Context: an optimization exercise on an open-source flow, tuned for small area, a short achievable clock period and few clock cycles per item. The choices shown serve that exercise and are no tape-out recipe. The RTL was checked by simulation tests, not by an equivalence proof against the original design.

==> inputs of exp/onyx <==
// fir_filter
module fir_filter (
    input logic clk,
    input logic n_rst,
    input logic [15:0] sample_data,
    input logic [15:0] fir_coefficient,
    input logic load_coeff,
    input logic data_ready,
    output logic one_k_samples,
    output logic modwait,
    output logic [15:0] fir_out,
    output logic err
);
    logic cnt_up;
    logic clear;
    logic ovf;
    logic lc;
    logic dr;
    logic [3:0] f_we;
    logic shift;
    logic out_we;
    logic a_use_x;
    logic [1:0] alt_a_sel;
    logic [1:0] f_sel;
    logic f_byp;
    logic st2a_neg;
    logic st2_we_a;
    logic st2_we_b;
    logic bank_clear;
    counter counter (
        .clk(clk),
        .n_rst(n_rst),
        .cnt_up(cnt_up),
        .clear(clear),
        .one_k_samples(one_k_samples)
    );
    controller FIR_controller (
        .clk(clk),
        .n_rst(n_rst),
        .dr(dr),
        .lc(lc),
        .ovf(ovf),
        .cnt_up(cnt_up),
        .clear(clear),
        .modwait(modwait),
        .err(err),
        .f_we(f_we),
        .shift(shift),
        .out_we(out_we),
        .a_use_x(a_use_x),
        .alt_a_sel(alt_a_sel),
        .f_sel(f_sel),
        .f_byp(f_byp),
        .st2a_neg(st2a_neg),
        .st2_we_a(st2_we_a),
        .st2_we_b(st2_we_b),
        .bank_clear(bank_clear)
    );
    datapath datapath (
        .clk(clk),
        .n_reset(n_rst),
        .sample_data(sample_data),
        .fir_coefficient(fir_coefficient),
        .f_we(f_we),
        .shift(shift),
        .out_we(out_we),
        .a_use_x(a_use_x),
        .alt_a_sel(alt_a_sel),
        .f_sel(f_sel),
        .f_byp(f_byp),
        .st2a_neg(st2a_neg),
        .st2_we_a(st2_we_a),
        .st2_we_b(st2_we_b),
        .bank_clear(bank_clear),
        .ovf(ovf),
        .fir_out(fir_out)
    );
    sync sync_lc (
        .clk(clk),
        .n_rst(n_rst),
        .async_in(load_coeff),
        .sync_out(lc)
    );
    sync sync_dr (
        .clk(clk),
        .n_rst(n_rst),
        .async_in(data_ready),
        .sync_out(dr)
    );
endmodule
==> module datapath, before the edit <==
module datapath (
    input  logic        clk,
    input  logic        n_reset,
    input  logic [15:0] sample_data,
    input  logic [15:0] fir_coefficient,
    input  logic [3:0]  f_we,         
    input  logic        shift,        
    input  logic        out_we,       
    input  logic        a_use_x,      
    input  logic [1:0]  alt_a_sel,    
    input  logic [1:0]  f_sel,        
    input  logic        f_byp,        
    input  logic        st2a_neg,     
    input  logic        st2_we_a,     
    input  logic        st2_we_b,     
    input  logic        bank_clear,   
    output logic        ovf,          
    output logic [15:0] fir_out
);
    logic [15:0] f0, f1, f2, f3;
    logic [15:0] x0, x1, x2;
    always_ff @(posedge clk or negedge n_reset) begin
        if (!n_reset) begin
            f0 <= '0; f1 <= '0; f2 <= '0; f3 <= '0;
        end else begin
            if (f_we[0]) f0 <= fir_coefficient;
            if (f_we[1]) f1 <= fir_coefficient;
            if (f_we[2]) f2 <= fir_coefficient;
            if (f_we[3]) f3 <= fir_coefficient;
        end
    end
    always_ff @(posedge clk or negedge n_reset) begin
        if (!n_reset) begin
            x0 <= '0; x1 <= '0; x2 <= '0;
        end else if (shift) begin
            x0 <= sample_data;
            x1 <= x0;
            x2 <= x1;
        end
    end
    logic [15:0] xalt, fpre, a_next;
    logic [17:0] fpre3;
    always_comb begin
        case (alt_a_sel)
            2'd1: xalt = x0;
            2'd2: xalt = x1;
            default: xalt = x2;
        endcase
    end
    always_ff @(posedge clk) begin
        if (f_byp) fpre <= fir_coefficient;
        else begin
            case (f_sel)
                2'd0: fpre <= f0;
                2'd1: fpre <= f1;
                2'd2: fpre <= f2;
                default: fpre <= f3;
            endcase
        end
    end
    triple triple (.f(fpre), .f3(fpre3));
    assign a_next = a_use_x ? xalt : sample_data;
    logic [7:0]  op_s1, op_s2, op_s3;
    logic [15:0] op_f;
    logic [17:0] op_f3;
    always_ff @(posedge clk) begin
        for (int j = 0; j < 8; j++) begin
            op_s1[j] <= a_next[2*j] & ~a_next[2*j+1];
            op_s2[j] <= ~a_next[2*j] & a_next[2*j+1];
            op_s3[j] <= a_next[2*j] & a_next[2*j+1];
        end
        op_f  <= fpre;
        op_f3 <= fpre3;
    end
    logic [31:0] rs, rc;
    mul_tree tree (.s1(op_s1), .s2(op_s2), .s3(op_s3), .f(op_f), .f3(op_f3), .rs(rs), .rc(rc));
    logic [31:0] ps, pc;
    always_ff @(posedge clk) begin
        ps <= rs;
        pc <= rc;
    end
    logic [31:0] prod;
    logic [15:0] p;                    
    logic        pneg;                 
    logic        pov;                  
    assign prod = ps + pc;
    always_ff @(posedge clk) begin
        p    <= prod[30:15] ^ {16{st2a_neg}};
        pneg <= st2a_neg;
        pov  <= prod[31];
    end
    logic [18:0] pe;
    assign pe = {{3{pneg}}, p};
    logic [17:0] bank_a, bank_b;       
    logic        bank_ov;
    logic [19:0] sum_ax, sum_bx, acc3x;
    logic [18:0] sum_a, sum_b;
    assign sum_ax = {bank_a[17], bank_a, 1'b1} + {pe, pneg};
    assign sum_bx = {bank_b[17], bank_b, 1'b1} + {pe, pneg};
    assign acc3x  = {bank_b[17], bank_b, 1'b1} + {pe, 1'b1};
    assign sum_a = sum_ax[19:1];
    assign sum_b = sum_bx[19:1];
    always_ff @(posedge clk or negedge n_reset) begin
        if (!n_reset) begin
            bank_a <= '0;
            bank_b <= {18{1'b1}};
            bank_ov <= 1'b0;
        end else if (bank_clear) begin
            bank_a <= '0;
            bank_b <= {18{1'b1}};
            bank_ov <= 1'b0;
        end else begin
            if (st2_we_a) bank_a <= sum_a[17:0];
            if (st2_we_b) bank_b <= sum_b[17:0];
            if (st2_we_b) bank_ov <= bank_ov | pov;
        end
    end
    logic [18:0] acc2, acc3, acc3m1;
    assign acc2   = sum_a;
    assign acc3m1 = sum_b;
    assign acc3   = acc3x[19:1];
    assign ovf = pov | bank_ov
               | (!acc2[18] && (acc2[17] || acc2[16]))
               | (acc3[18] && !(acc3[17] && acc3[16]));
    always_ff @(posedge clk or negedge n_reset) begin
        if (!n_reset) fir_out <= '0;
        else if (out_we) fir_out <= acc3[18] ? ~acc3m1[15:0] : acc3[15:0];
    end
endmodule
export LEC_CHECK = 0
export CAP_MARGIN = 20
export CORE_MARGIN = 2
export CORE_UTILIZATION = 55
export SLEW_MARGIN = 20
create_clock -name core_clock -period 11.0 [get_ports {clk}]
standard.sh (not shown) runs the stock make flow with config.mk's settings and CLKGATE_MAP_FILE= SYNTH_SCRIPT=/design/flow/synth_recipe.tcl, a recipe that flattens the netlist after the stock synthesis.
==> flow/flow/run.sh <==
#!/bin/bash
# The standard layout (the standard.sh: the standard synthesis, then
# floorplan, place, CTS, route and finish), with repair_timing asked to reach
# more setup slack than the design's clock period needs. Make's output goes
# to flow_make.log; each ORFS step keeps its own log under orfs/logs/.
set -euo pipefail
bash standard.sh SETUP_SLACK_MARGIN=7.7 finish > flow_make.log 2>&1
==> exp/cedar (differences from exp/onyx) <==
--- a/flow/design.v
+++ b/flow/design.v
@@ -116,50 +116,55 @@
     input  logic        st2_we_b,     
     input  logic        bank_clear,   
     output logic        ovf,          
     output logic [15:0] fir_out
 );
     logic [15:0] f0, f1, f2, f3;
     logic [15:0] x0, x1, x2;
-    always_ff @(posedge clk or negedge n_reset) begin
-        if (!n_reset) begin
-            f0 <= '0; f1 <= '0; f2 <= '0; f3 <= '0;
-        end else begin
-            if (f_we[0]) f0 <= fir_coefficient;
-            if (f_we[1]) f1 <= fir_coefficient;
-            if (f_we[2]) f2 <= fir_coefficient;
-            if (f_we[3]) f3 <= fir_coefficient;
-        end
+    logic [3:0]  fv;
+    logic [2:0]  xv;
+    always_ff @(posedge clk) begin
+        if (f_we[0]) f0 <= fir_coefficient;
+        if (f_we[1]) f1 <= fir_coefficient;
+        if (f_we[2]) f2 <= fir_coefficient;
+        if (f_we[3]) f3 <= fir_coefficient;
     end
-    always_ff @(posedge clk or negedge n_reset) begin
-        if (!n_reset) begin
-            x0 <= '0; x1 <= '0; x2 <= '0;
-        end else if (shift) begin
+    always_ff @(posedge clk) begin
+        if (shift) begin
             x0 <= sample_data;
             x1 <= x0;
             x2 <= x1;
         end
     end
+    always_ff @(posedge clk or negedge n_reset) begin
+        if (!n_reset) begin
+            fv <= '0;
+            xv <= '0;
+        end else begin
+            fv <= fv | f_we;
+            if (shift) xv <= {xv[1:0], 1'b1};
+        end
+    end
     logic [15:0] xalt, fpre, a_next;
     logic [17:0] fpre3;
     always_comb begin
         case (alt_a_sel)
-            2'd1: xalt = x0;
-            2'd2: xalt = x1;
-            default: xalt = x2;
+            2'd1: xalt = x0 & {16{xv[0]}};
+            2'd2: xalt = x1 & {16{xv[1]}};
+            default: xalt = x2 & {16{xv[2]}};
         endcase
     end
     always_ff @(posedge clk) begin
         if (f_byp) fpre <= fir_coefficient;
         else begin
             case (f_sel)
-                2'd0: fpre <= f0;
-                2'd1: fpre <= f1;
-                2'd2: fpre <= f2;
-                default: fpre <= f3;
+                2'd0: fpre <= f0 & {16{fv[0]}};
+                2'd1: fpre <= f1 & {16{fv[1]}};
+                2'd2: fpre <= f2 & {16{fv[2]}};
+                default: fpre <= f3 & {16{fv[3]}};
             endcase
         end
     end
     triple triple (.f(fpre), .f3(fpre3));
     assign a_next = a_use_x ? xalt : sample_data;
     logic [7:0]  op_s1, op_s2, op_s3;
     logic [15:0] op_f;
@@ -169,26 +174,29 @@
             op_s1[j] <= a_next[2*j] & ~a_next[2*j+1];
             op_s2[j] <= ~a_next[2*j] & a_next[2*j+1];
             op_s3[j] <= a_next[2*j] & a_next[2*j+1];
         end
         op_f  <= fpre;
         op_f3 <= fpre3;
     end
-    logic [31:0] rs, rc;
-    mul_tree tree (.s1(op_s1), .s2(op_s2), .s3(op_s3), .f(op_f), .f3(op_f3), .rs(rs), .rc(rc));
-    logic [31:0] ps, pc;
+    logic [31:9] rs, rc;
+    logic        cl;
+    mul_tree tree (.s1(op_s1), .s2(op_s2), .s3(op_s3), .f(op_f), .f3(op_f3), .rs(rs), .rc(rc), .cl(cl));
+    logic [31:9] ps, pc;
+    logic        pcl;
     always_ff @(posedge clk) begin
-        ps <= rs;
-        pc <= rc;
+        ps  <= rs;
+        pc  <= rc;
+        pcl <= cl;
     end
-    logic [31:0] prod;
+    logic [31:9] prod;
     logic [15:0] p;                    
     logic        pneg;                 
     logic        pov;                  
-    assign prod = ps + pc;
+    assign prod = ps + pc + {22'd0, pcl};
     always_ff @(posedge clk) begin
         p    <= prod[30:15] ^ {16{st2a_neg}};
         pneg <= st2a_neg;
         pov  <= prod[31];
     end
     logic [18:0] pe;
     assign pe = {{3{pneg}}, p};
@@ -261,16 +269,17 @@
 endmodule
 module mul_tree (
     input  logic [7:0]  s1,    
     input  logic [7:0]  s2,    
     input  logic [7:0]  s3,    
     input  logic [15:0] f,     
     input  logic [17:0] f3,    
-    output logic [31:0] rs,    
-    output logic [31:0] rc
+    output logic [31:9] rs,    
+    output logic [31:9] rc,
+    output logic        cl     
 );
     logic pp0_0, pp0_1, pp0_2, pp0_3, pp0_4, pp0_5, pp0_6, pp0_7, pp0_8, pp0_9, pp0_10, pp0_11, pp0_12, pp0_13, pp0_14, pp0_15, pp0_16, pp0_17, pp1_0, pp1_1, pp1_2, pp1_3, pp1_4, pp1_5, pp1_6, pp1_7, pp1_8, pp1_9, pp1_10, pp1_11, pp1_12, pp1_13, pp1_14, pp1_15, pp1_16, pp1_17, pp2_0, pp2_1, pp2_2, pp2_3, pp2_4, pp2_5, pp2_6, pp2_7, pp2_8, pp2_9, pp2_10, pp2_11, pp2_12, pp2_13, pp2_14, pp2_15, pp2_16, pp2_17, pp3_0, pp3_1, pp3_2, pp3_3, pp3_4, pp3_5, pp3_6, pp3_7, pp3_8, pp3_9, pp3_10, pp3_11, pp3_12, pp3_13, pp3_14, pp3_15, pp3_16, pp3_17, pp4_0, pp4_1, pp4_2, pp4_3, pp4_4, pp4_5, pp4_6, pp4_7, pp4_8, pp4_9, pp4_10, pp4_11, pp4_12, pp4_13, pp4_14, pp4_15, pp4_16, pp4_17, pp5_0, pp5_1, pp5_2, pp5_3, pp5_4, pp5_5, pp5_6, pp5_7, pp5_8, pp5_9, pp5_10, pp5_11, pp5_12, pp5_13, pp5_14, pp5_15, pp5_16, pp5_17, pp6_0, pp6_1, pp6_2, pp6_3, pp6_4, pp6_5, pp6_6, pp6_7, pp6_8, pp6_9, pp6_10, pp6_11, pp6_12, pp6_13, pp6_14, pp6_15, pp6_16, pp6_17, pp7_0, pp7_1, pp7_2, pp7_3, pp7_4, pp7_5, pp7_6, pp7_7, pp7_8, pp7_9, pp7_10, pp7_11, pp7_12, pp7_13, pp7_14, pp7_15, pp7_16, pp7_17, hs0, hc0, fs0, fc0, fs1, fc1, hs1, hc1, fs2, fc2, fs3, fc3, fs4, fc4, fs5, fc5, fs6, fc6, fs7, fc7, fs8, fc8, hs2, hc2, fs9, fc9, hs3, hc3, fs10, fc10, hs4, hc4, hs5, hc5, fs11, fc11, fs12, fc12, hs6, hc6, fs13, fc13, fs14, fc14, fs15, fc15, fs16, fc16, fs17, fc17, fs18, fc18, fs19, fc19, fs20, fc20, fs21, fc21, fs22, fc22, fs23, fc23, fs24, fc24, fs25, fc25, fs26, fc26, fs27, fc27, fs28, fc28, fs29, fc29, fs30, fc30, fs31, fc31, fs32, fc32, fs33, fc33, fs34, fc34, fs35, fc35, fs36, fc36, fs37, fc37, hs7, hc7, fs38, fc38, hs8, hc8, hs9, hc9, fs39, fc39, fs40, fc40, fs41, fc41, fs42, fc42, fs43, fc43, fs44, fc44, fs45, fc45, fs46, fc46, fs47, fc47, fs48, fc48, fs49, fc49, fs50, fc50, fs51, fc51, fs52, fc52, fs53, fc53, fs54, fc54, fs55, fc55, fs56, fc56, fs57, fc57, fs58, fc58, hs10, hc10, hs11, hc11, fs59, fc59, fs60, fc60, fs61, fc61, fs62, fc62, fs63, fc63, fs64, fc64, fs65, fc65, fs66, fc66, fs67, fc67, fs68, fc68, fs69, fc69, fs70, fc70, fs71, fc71, fs72, fc72, fs73, fc73, fs74, fc74, fs75, fc75, fs76, fc76, fs77, fc77, fs78, fc78, fs79, fc79, fs80, fc80, fs81, fc81, fs82, fc82, hs12, hc12;
     assign pp0_0 = (s1[0] & f[0]) | (s3[0] & f3[0]);
     assign pp0_1 = (s1[0] & f[1]) | (s2[0] & f[0]) | (s3[0] & f3[1]);
     assign pp0_2 = (s1[0] & f[2]) | (s2[0] & f[1]) | (s3[0] & f3[2]);
     assign pp0_3 = (s1[0] & f[3]) | (s2[0] & f[2]) | (s3[0] & f3[3]);
     assign pp0_4 = (s1[0] & f[4]) | (s2[0] & f[3]) | (s3[0] & f3[4]);
@@ -601,32 +610,26 @@
     assign fc80 = (fc57 & fs58) | (fc57 & pp7_12) | (fs58 & pp7_12);
     assign fs81 = fc58 ^ hs10 ^ pp7_13;
     assign fc81 = (fc58 & hs10) | (fc58 & pp7_13) | (hs10 & pp7_13);
     assign fs82 = hc10 ^ pp6_16 ^ pp7_14;
     assign fc82 = (hc10 & pp6_16) | (hc10 & pp7_14) | (pp6_16 & pp7_14);
     assign hs12 = pp6_17 ^ pp7_15;
     assign hc12 = pp6_17 & pp7_15;
-    assign rs[0] = pp0_0;
-    assign rc[0] = 1'b0;
-    assign rs[1] = pp0_1;
-    assign rc[1] = 1'b0;
-    assign rs[2] = pp0_2;
-    assign rc[2] = pp1_0;
-    assign rs[3] = pp0_3;
-    assign rc[3] = pp1_1;
-    assign rs[4] = hs11;
-    assign rc[4] = pp2_0;
-    assign rs[5] = hc11;
-    assign rc[5] = fs59;
-    assign rs[6] = fc59;
-    assign rc[6] = fs60;
-    assign rs[7] = fc60;
-    assign rc[7] = fs61;
-    assign rs[8] = fc61;
-    assign rc[8] = fs62;
+    logic [9:0] lc;
+    assign lc[0] = 1'b0;
+    assign lc[1] = pp0_0 & lc[0];
+    assign lc[2] = pp0_1 & lc[1];
+    assign lc[3] = (pp0_2 & pp1_0) | ((pp0_2 | pp1_0) & lc[2]);
+    assign lc[4] = (pp0_3 & pp1_1) | ((pp0_3 | pp1_1) & lc[3]);
+    assign lc[5] = (hs11 & pp2_0) | ((hs11 | pp2_0) & lc[4]);
+    assign lc[6] = (hc11 & fs59) | ((hc11 | fs59) & lc[5]);
+    assign lc[7] = (fc59 & fs60) | ((fc59 | fs60) & lc[6]);
+    assign lc[8] = (fc60 & fs61) | ((fc60 | fs61) & lc[7]);
+    assign lc[9] = (fc61 & fs62) | ((fc61 | fs62) & lc[8]);
+    assign cl = lc[9];
     assign rs[9] = fc62;
     assign rc[9] = fs63;
     assign rs[10] = fc63;
     assign rc[10] = fs64;
     assign rs[11] = fc64;
     assign rc[11] = fs65;
     assign rs[12] = fc65;
Settings changed: CAP_MARGIN 20 to 10, CORE_UTILIZATION 55 to 62, CTS_CLUSTER_DIAMETER from default to 100, CTS_CLUSTER_SIZE from default to 24, SLEW_MARGIN 20 to 10.
==> exp/harbor (differences from exp/onyx) <==
--- a/flow/design.v
+++ b/flow/design.v
@@ -116,50 +116,55 @@
     input  logic        st2_we_b,     
     input  logic        bank_clear,   
     output logic        ovf,          
     output logic [15:0] fir_out
 );
     logic [15:0] f0, f1, f2, f3;
     logic [15:0] x0, x1, x2;
-    always_ff @(posedge clk or negedge n_reset) begin
-        if (!n_reset) begin
-            f0 <= '0; f1 <= '0; f2 <= '0; f3 <= '0;
-        end else begin
-            if (f_we[0]) f0 <= fir_coefficient;
-            if (f_we[1]) f1 <= fir_coefficient;
-            if (f_we[2]) f2 <= fir_coefficient;
-            if (f_we[3]) f3 <= fir_coefficient;
-        end
+    logic [3:0]  fv;
+    logic [2:0]  xv;
+    always_ff @(posedge clk) begin
+        if (f_we[0]) f0 <= fir_coefficient;
+        if (f_we[1]) f1 <= fir_coefficient;
+        if (f_we[2]) f2 <= fir_coefficient;
+        if (f_we[3]) f3 <= fir_coefficient;
     end
-    always_ff @(posedge clk or negedge n_reset) begin
-        if (!n_reset) begin
-            x0 <= '0; x1 <= '0; x2 <= '0;
-        end else if (shift) begin
+    always_ff @(posedge clk) begin
+        if (shift) begin
             x0 <= sample_data;
             x1 <= x0;
             x2 <= x1;
         end
     end
+    always_ff @(posedge clk or negedge n_reset) begin
+        if (!n_reset) begin
+            fv <= '0;
+            xv <= '0;
+        end else begin
+            fv <= fv | f_we;
+            if (shift) xv <= {xv[1:0], 1'b1};
+        end
+    end
     logic [15:0] xalt, fpre, a_next;
     logic [17:0] fpre3;
     always_comb begin
         case (alt_a_sel)
-            2'd1: xalt = x0;
-            2'd2: xalt = x1;
-            default: xalt = x2;
+            2'd1: xalt = x0 & {16{xv[0]}};
+            2'd2: xalt = x1 & {16{xv[1]}};
+            default: xalt = x2 & {16{xv[2]}};
         endcase
     end
     always_ff @(posedge clk) begin
         if (f_byp) fpre <= fir_coefficient;
         else begin
             case (f_sel)
-                2'd0: fpre <= f0;
-                2'd1: fpre <= f1;
-                2'd2: fpre <= f2;
-                default: fpre <= f3;
+                2'd0: fpre <= f0 & {16{fv[0]}};
+                2'd1: fpre <= f1 & {16{fv[1]}};
+                2'd2: fpre <= f2 & {16{fv[2]}};
+                default: fpre <= f3 & {16{fv[3]}};
             endcase
         end
     end
     triple triple (.f(fpre), .f3(fpre3));
     assign a_next = a_use_x ? xalt : sample_data;
     logic [7:0]  op_s1, op_s2, op_s3;
     logic [15:0] op_f;
Settings changed: CORE_UTILIZATION 55 to 70, CTS_CLUSTER_DIAMETER from default to 100, CTS_CLUSTER_SIZE from default to 24.
==> qor_table.md <==
| Item | Value | Unit |
| --- | --- | --- |
| Run status | no timing/DRC/antenna violations | - |
| Cts bufs inserted | 18 | - |
| Clock Skew | 25.15 | ps |
| Share of layout cells above drive strength 1 | 7.762 | % |
| Wire length on met1 | 18,910 | µm |
| Clock-cell share | 2.462 | % |
| Startpoint of the worst hold path | sync_lc.stage1 | - |
| Fillcell total | 2,507 | - |
Source of the figures above: exp/cedar

==> qor_table.md <==
| Item | Value | Unit |
| --- | --- | --- |
| Run status | no timing/DRC/antenna violations | - |
| Wire length on met1 | 21,850 | µm |
| Clock Skew | 42.84 | ps |
| Cts bufs inserted | 40 | - |
| Startpoint of the worst hold path | sync_lc.stage1 | - |
| Clock-cell share | 6.153 | % |
Source of the figures above: exp/onyx

==> qor_table.md <==
| Item | Value | Unit |
| --- | --- | --- |
| Clock-cell share | 2.711 | % |
| Fillcell total | 1,952 | - |
| Run status | no timing/DRC/antenna violations | - |
| Clock Skew | 23.46 | ps |
| Wire length on met1 | 18,780 | µm |
| Startpoint of the worst hold path | sync_dr.stage1 | - |
| Cts bufs inserted | 19 | - |
| Share of layout cells above drive strength 1 | 8.347 | % |
| Peak clock frequency supported by timing | 0.3009 | GHz |
Source of the figures above: exp/harbor

Testbench counts of exp/onyx, summed over its fixed seeds: cycles 32,288, samples 8,040.
Testbench counts of exp/cedar, summed over its fixed seeds: cycles 32,288, samples 8,040.
Testbench counts of exp/harbor, summed over its fixed seeds: cycles 32,288, samples 8,040.

separate check: timing with driven ports:
In the flow no input, the clock included, has a driving cell. The finished layouts below were timed again as built, in two steps.
Step 1 (the two cells are an assumption about what drives the block):
set clk [get_ports {clk}]
set_driving_cell -lib_cell sky130_fd_sc_hd__clkbuf_16 $clk
set_driving_cell -lib_cell sky130_fd_sc_hd__buf_2 [delete_from_list [all_inputs] $clk]
Step 2, shift: input delay + t, output delay - t, t = (earliest + latest rising clock arrival at the registers) / 2. This alone moves slack from input paths to output paths.
Slacks: no drivers / after step 1 / after step 2; pairs: no drivers / after step 1.
run	shift t [ns]	slack for setup (ns)	worst setup path at the end	pins driven straight from the clock port
exp/onyx	0.621	7.695 / 7.637 / 7.555	input, reset recovery	1
exp/cedar	0.573	7.678 / 7.628 / 7.615	input, reset recovery	1
exp/harbor	0.585	7.677 / 7.624 / 7.544	input, reset recovery	1
After both steps every run listed still meets setup and hold. For exp/onyx, which loses most, drivers alone change the setup slack by -0.058 ns; drivers and shift together by -0.140 ns. The worst setup slack also covers recovery checks on asynchronous resets.
